Context: an optimization exercise on an open-source flow, tuned for small area and a short achievable clock period. The choices shown serve that exercise and are no tape-out recipe. Only simulation tests tie the RTL to the original design; equivalence was not proved. Power is estimated from default activity; no workload was simulated.

== run A ==
==> flow/design.v <==
module fpa(
  input  wire        clk,
  input  wire        reset,
  input  wire [11:0] A,
  input  wire [11:0] B,
  input  wire [11:0] C,
  input  wire [11:0] D,
  input  wire        pushin,
  output reg         pushout,
  output reg  [11:0] Z
);
  function automatic ge5(input [4:0] a, input [4:0] b);
    reg [4:0] g, n; reg g43, n43, g21, n21, g4_1, n4_1;
    begin
      g = ~a & b; n = ~(a & ~b);
      g43 = g[4] | (n[4] & g[3]);  n43 = n[4] & n[3];
      g21 = g[2] | (n[2] & g[1]);  n21 = n[2] & n[1];
      g4_1 = g43 | (n43 & g21);    n4_1 = n43 & n21;
      ge5 = ~(g4_1 | (n4_1 & g[0]));
    end
  endfunction
  wire [4:0] eA = A[10:6], eB = B[10:6], eC = C[10:6], eD = D[10:6];
  wire gAB = ge5(eA, eB), gAC = ge5(eA, eC), gAD = ge5(eA, eD);
  wire gBC = ge5(eB, eC), gBD = ge5(eB, eD), gCD = ge5(eC, eD);
  wire selA = gAB & gAC & gAD;
  wire selB = ~gAB & gBC & gBD;
  wire selC = ~gAC & ~gBC & gCD;
  wire selD = ~gAD & ~gBD & ~gCD;
  wire [4:0] mx0 = ({5{selA}} & eA) | ({5{selB}} & eB) | ({5{selC}} & eC) | ({5{selD}} & eD);
  reg [5:0] f1A, f1B, f1C, f1D;
  reg [4:0] e1A, e1B, e1C, e1D, mx1;
  reg [3:0] s1;
  reg       v1;
  always @(posedge clk) begin
    f1A <= A[5:0]; f1B <= B[5:0]; f1C <= C[5:0]; f1D <= D[5:0];
    e1A <= eA; e1B <= eB; e1C <= eC; e1D <= eD;
    s1  <= {A[11], B[11], C[11], D[11]};
    mx1 <= mx0;
    v1  <= reset ? 1'b0 : pushin;
  end
  function automatic [10:0] align(input [5:0] f, input [4:0] e, input [4:0] mx);
    reg [4:0] sh; reg [10:0] v;
    begin
      sh = mx - e;
      v = (|e) ? {1'b1, f, 4'b0000} : 11'd0;
      v = sh[0] ? {1'b0, v[10:1]} : v;
      v = sh[1] ? {2'b0, v[10:2]} : v;
      v = sh[2] ? {4'b0, v[10:4]} : v;
      v = sh[3] ? {8'b0, v[10:8]} : v;
      align = sh[4] ? 11'd0 : v;
    end
  endfunction
  reg [10:0] t2A, t2B, t2C, t2D;
  reg [3:0]  s2;
  reg [4:0]  mx2;
  reg        v2;
  always @(posedge clk) begin
    t2A <= align(f1A, e1A, mx1);
    t2B <= align(f1B, e1B, mx1);
    t2C <= align(f1C, e1C, mx1);
    t2D <= align(f1D, e1D, mx1);
    s2  <= s1;
    mx2 <= mx1;
    v2  <= reset ? 1'b0 : v1;
  end
  wire [2:0]  nn2 = 3'd0 - (s2[3] + s2[2] + s2[1] + s2[0]);
  wire [13:0] q0 = {nn2,  t2A ^ {11{s2[3]}}};
  wire [13:0] q1 = {3'b0, t2B ^ {11{s2[2]}}};
  wire [13:0] q2 = {3'b0, t2C ^ {11{s2[1]}}};
  wire [13:0] q3 = {3'b0, t2D ^ {11{s2[0]}}};
  wire [13:0] a1 = q0 ^ q1 ^ q2;
  wire [13:0] b1 = {(q0[12:0] & q1[12:0]) | (q0[12:0] & q2[12:0]) | (q1[12:0] & q2[12:0]), s2[3]};
  wire [13:0] a2 = a1 ^ b1 ^ q3;
  wire [13:0] b2 = {(a1[12:0] & b1[12:0]) | (a1[12:0] & q3[12:0]) | (b1[12:0] & q3[12:0]), s2[2]};
  reg [13:0] g3, p3;
  reg [1:0]  s3;
  reg [4:0]  mx3;
  reg        v3;
  always @(posedge clk) begin
    g3  <= a2 & b2;
    p3  <= a2 ^ b2;
    s3  <= s2[1:0];
    mx3 <= mx2;
    v3  <= reset ? 1'b0 : v2;
  end
  reg [13:0] G, P;
  reg [13:0] Gn, Pn;
  integer i, lv;
  always @* begin
    G = g3; P = p3;
    G[0] = g3[0] | (p3[0] & s3[1]);
    P[0] = 1'b0;
    for (lv = 1; lv < 16; lv = lv * 2) begin
      Gn = G; Pn = P;
      for (i = 0; i < 14; i = i + 1)
        if ((i & lv) != 0) begin
          Gn[i] = G[i] | (P[i] & G[(i & ~(lv - 1)) - 1]);
          Pn[i] = P[i] & P[(i & ~(lv - 1)) - 1];
        end
      G = Gn; P = Pn;
    end
  end
  wire [13:0] cin = {G[12:0], s3[1]};
  wire [13:0] S   = p3 ^ cin;
  wire        sgn = S[13];
  reg [12:0] W4;
  reg        ci4, sgn4;
  reg [4:0]  mx4;
  reg        v4;
  always @(posedge clk) begin
    W4   <= S[12:0] ^ {13{sgn}};
    ci4  <= s3[0] ^ sgn;
    sgn4 <= sgn;
    mx4  <= mx3;
    v4   <= reset ? 1'b0 : v3;
  end
  wire [12:0] M;
  genvar gk;
  assign M[0] = W4[0] ^ ci4;
  generate for (gk = 1; gk < 13; gk = gk + 1) begin : g_inc
    assign M[gk] = W4[gk] ^ (ci4 & (&W4[gk-1:0]));
  end endgenerate
  wire        wz = ~|W4;
  reg [3:0] lzw;
  integer q;
  always @* begin
    lzw = 4'd15;
    for (q = 0; q < 13; q = q + 1)
      if (W4[q]) lzw = 4'd12 - q;
  end
  wire d3 = lzw[3], d2 = lzw[2], d1 = lzw[1], d0 = lzw[0];
  wire [13:0] N1 = d3 ? {M[5:0], 8'd0} : {1'b0, M};
  wire [13:0] N2 = d2 ? {N1[9:0], 4'd0} : N1;
  wire [13:0] N3 = d1 ? {N2[11:0], 2'd0} : N2;
  wire [13:0] N4 = d0 ? {N3[12:0], 1'b0} : N3;
  reg        sgn5, nz5, ov5;
  reg [5:0]  fr5;
  reg [5:0]  k5;
  reg        v5;
  always @(posedge clk) begin
    sgn5 <= sgn4;
    nz5  <= ~wz | ci4;
    ov5  <= N4[13] | wz;             
    fr5  <= N4[13] ? 6'd0 : N4[11:6];
    k5   <= {1'b0, mx4} - {2'b00, (wz ? 4'd13 : lzw)};    
    v5   <= reset ? 1'b0 : v4;
  end
  wire [6:0] e7 = {k5[5], k5} + {6'd0, ov5} + 7'd2;
  wire zero  = ~nz5 | e7[6] | ~|e7[5:1];                    
  wire sathi = ~e7[6] & (e7[5] | &e7[4:0]);                  
  wire e30   = ~e7[6] & ~e7[5] & (e7[4:0] == 5'd30);
  wire sat   = sathi | (e30 & fr5[5] & fr5[4] & (|fr5[3:0]));
  wire [11:0] res = zero ? 12'h000 : sat ? {sgn5, 5'b11110, 6'b110000} : {sgn5, e7[4:0], fr5};
  always @(posedge clk) begin
    Z       <= res;
    pushout <= reset ? 1'b0 : v5;
  end
endmodule
Settings: LEC_CHECK=0, ABC_AREA=1, CAP_MARGIN=20, CORE_MARGIN=2, CORE_UTILIZATION=40, CTS_BUF_LIST=sky130_fd_sc_hd__clkbuf_8, SETUP_SLACK_MARGIN=2.7, SLEW_MARGIN=20; clock period 5.0 ns.
standard.sh (not shown) runs the stock make flow with config.mk's settings and CLKGATE_MAP_FILE= SYNTH_SCRIPT=/design/flow/synth_recipe.tcl, a recipe that flattens the netlist after the stock synthesis.
==> flow/flow/run.sh <==
#!/bin/bash
set -euo pipefail
export BUFFER_PORTS_ARGS="-buffer_cell sky130_fd_sc_hd__buf_1"
export CTS_ARGS="-sink_clustering_enable -repair_clock_nets -dont_use_dummy_load -buf_list sky130_fd_sc_hd__clkbuf_8"
bash standard.sh > standard.log 2>&1
#### Input delta (run B over run A)
Settings: swapping 2.7 for 2.8 in SETUP_SLACK_MARGIN.
--- outcome ---
Summary — global-route usage, run B relative to run A: higher, by 0.15 points. Run B and run A all finish clean. Changes observed in run B relative to run A: worst slew margin relative to its limit higher; slack of the critical path increased 0.054 ns; final clock period utilization by the worst path went down; minimum hold slack held steady; total wire length after detailed routing went up by 97 um. Clock group share of total power in run B is 0.3 points below run A. Area: run B vs run A -> run B larger.
For run C, these inputs were changed with respect to run B:
Settings: CORE_UTILIZATION: 40 -> 50; SETUP_SLACK_MARGIN: 2.8 -> 2.7.
==> run notes <==
The standard cells in run C occupy less silicon area than those in run B do. Run C vs. run B: combinational fraction of design power went down by 0.4 points. Looking at sum of internal, switching and leakage power, run C sits 1.5% below run B. Core util | run C vs run B | run C higher. Going from run B to run C, fraction of area in multi-input gates higher, flip-flop and latch power barely changed.
Relative to run C, the following input files were edited for run D:
Settings: changing CORE_UTILIZATION from 50 to 35.
Results
[diff] power after layout, run D relative to run C: improvement
Sort run C and run D by number of fill cells in the layout, descending, and run D comes first.
Against run C, run D comes in 0.38 points lower on sequential share of layout area.
Of the two values seen for end point of the critical path, W4[12] was produced by run C and p3[1] by run D.
Die area | run D > run C
Lower critical path depth was reported by run D, not run C.
Run D: first-iteration DRC count higher than run C

========
job 7397:
// fpa: RTL as listed in full above, without the edits since
==> flow/config.mk <==
export PLATFORM = sky130hd
export DESIGN_NAME = fpa
export DESIGN_NICKNAME = fpa
export VERILOG_FILES = /design/flow/design.v
export SDC_FILE = /design/flow/constraint.sdc
export NUM_CORES = 4
export LEC_CHECK = 0
export ABC_AREA = 1
export CAP_MARGIN = 10
export CORE_MARGIN = 2
export CORE_UTILIZATION = 40
export CTS_BUF_LIST = sky130_fd_sc_hd__clkbuf_8
export SETUP_SLACK_MARGIN = 2.75
export SLEW_MARGIN = 10
==> flow/constraint.sdc <==
create_clock -name core_clock -period 5.0 [get_ports {clk}]
set_input_delay 1.0000 -clock core_clock [delete_from_list [all_inputs] [get_ports {clk}]]
set_output_delay 1.0000 -clock core_clock [all_outputs]
set_load 0.01 [all_outputs]
Scripts as last shown in full above: flow/flow/run.sh
Here is what was changed in the inputs of job 9404 compared with job 7397.
- a change of CAP_MARGIN from 10 to 20
- a change of SLEW_MARGIN from 10 to 20
==> run notes <==
As far as post-route minimum period is concerned, job 7397 and job 9404 perform about the same.
Final routed wire length divided by cell count: job 9404 vs job 7397 identical
From job 9404 to job 7397, area occupied by registers did not move at all.
Diff job 7397 -> job 9404: final antenna diode count held, post-cts sizing count held, met2 routing resource usage after global routing held, synthesized cell count held, power held.
The clock power was comparable across job 7397 and job 9404.
Comparing job 9404 against job 7397, there is no change at all in wire length.
What job 6481 does differently from job 9404 at the input level:
- SETUP_SLACK_MARGIN: 2.75 -> 2.65
### Flow results
- Changes observed in job 6481 relative to job 9404: worst setup margin shows a reduction of 0.10 ns, global-route usage now sits at about the same level.
- The run showing the smaller met1 routed wirelength after detailed routing is job 6481.
- Via count across job 9404 and job 6481: no real change.
- Routed wire length was lower in the run labelled job 6481.
- Job 6481 against job 9404: minimum clock period after layout now larger; per-instance average area after synthesis comparable; final cycle utilization of the critical path now larger.
- Going from job 9404 to job 6481, met2 capacity usage during global routing shrinks by 0.36 points.
Edits applied to the flow inputs when going from job 6481 to job 6995:
- changing SETUP_SLACK_MARGIN from 2.65 to 2.75
- changing CORE_UTILIZATION from 40 to 50
Results
- Job 6481 → job 6995: tap cell count -85, combined global-route utilization of all metal layers went up, power +0.29 mW, combinational fraction of design power increased 2.5 points, worst setup slack before clock tree synthesis fell 0.064 ns.
- No stage failed in job 6995, and the final checks on the layout all came back clean.

[afterwards: timing with drivers on the ports]
The flow's constraints put no driver on any port. The routed layouts listed below were extracted and timed again, unchanged, in two steps.
Step 1 (the two cells are an assumption about what drives the block):
set clk [get_ports {clk}]
set_driving_cell -lib_cell sky130_fd_sc_hd__clkbuf_16 $clk
set_driving_cell -lib_cell sky130_fd_sc_hd__buf_2 [delete_from_list [all_inputs] $clk]
Step 2 moves the port delays by t, midway between the first and last clock arrival at a register: inputs arrive t later, outputs are due t later. That takes back most of the time a late clock gives input paths.
a / b / c = ideal ports / drivers / drivers and shift; a / b = the first two.
run | t, ns | setup slack, ns | worst hold slack (ns) | latest minus earliest clock arrival (ns) | worst register clock-pin slew, ns
run A | 0.493 | 2.808 / 2.808 / 2.373 | 0.327 / 0.327 / 0.327 | 0.051 / 0.051 | 0.12 / 0.12
run B | 0.495 | 2.862 / 2.862 / 2.514 | 0.328 / 0.328 / 0.328 | 0.051 / 0.052 | 0.12 / 0.12
run C | 0.482 | 2.817 / 2.817 / 2.495 | 0.307 / 0.307 / 0.307 | 0.045 / 0.045 | 0.11 / 0.11
run D | 0.485 | 2.805 / 2.805 / 2.511 | 0.307 / 0.307 / 0.307 | 0.050 / 0.049 | 0.12 / 0.12
job 7397 | 0.494 | 2.844 / 2.844 / 2.516 | 0.326 / 0.326 / 0.326 | 0.052 / 0.052 | 0.12 / 0.12
job 9404 | 0.494 | 2.844 / 2.844 / 2.516 | 0.326 / 0.326 / 0.326 | 0.052 / 0.052 | 0.12 / 0.12
job 6481 | 0.489 | 2.744 / 2.744 / 2.367 | 0.327 / 0.327 / 0.327 | 0.052 / 0.052 | 0.12 / 0.12
job 6995 | 0.479 | 2.809 / 2.809 / 2.499 | 0.314 / 0.314 / 0.314 | 0.045 / 0.045 | 0.11 / 0.11
After both steps every run listed still meets setup and hold. The setup slack of run A, which loses most, moves by 0.000 ns with the drivers and by -0.435 ns with both steps.
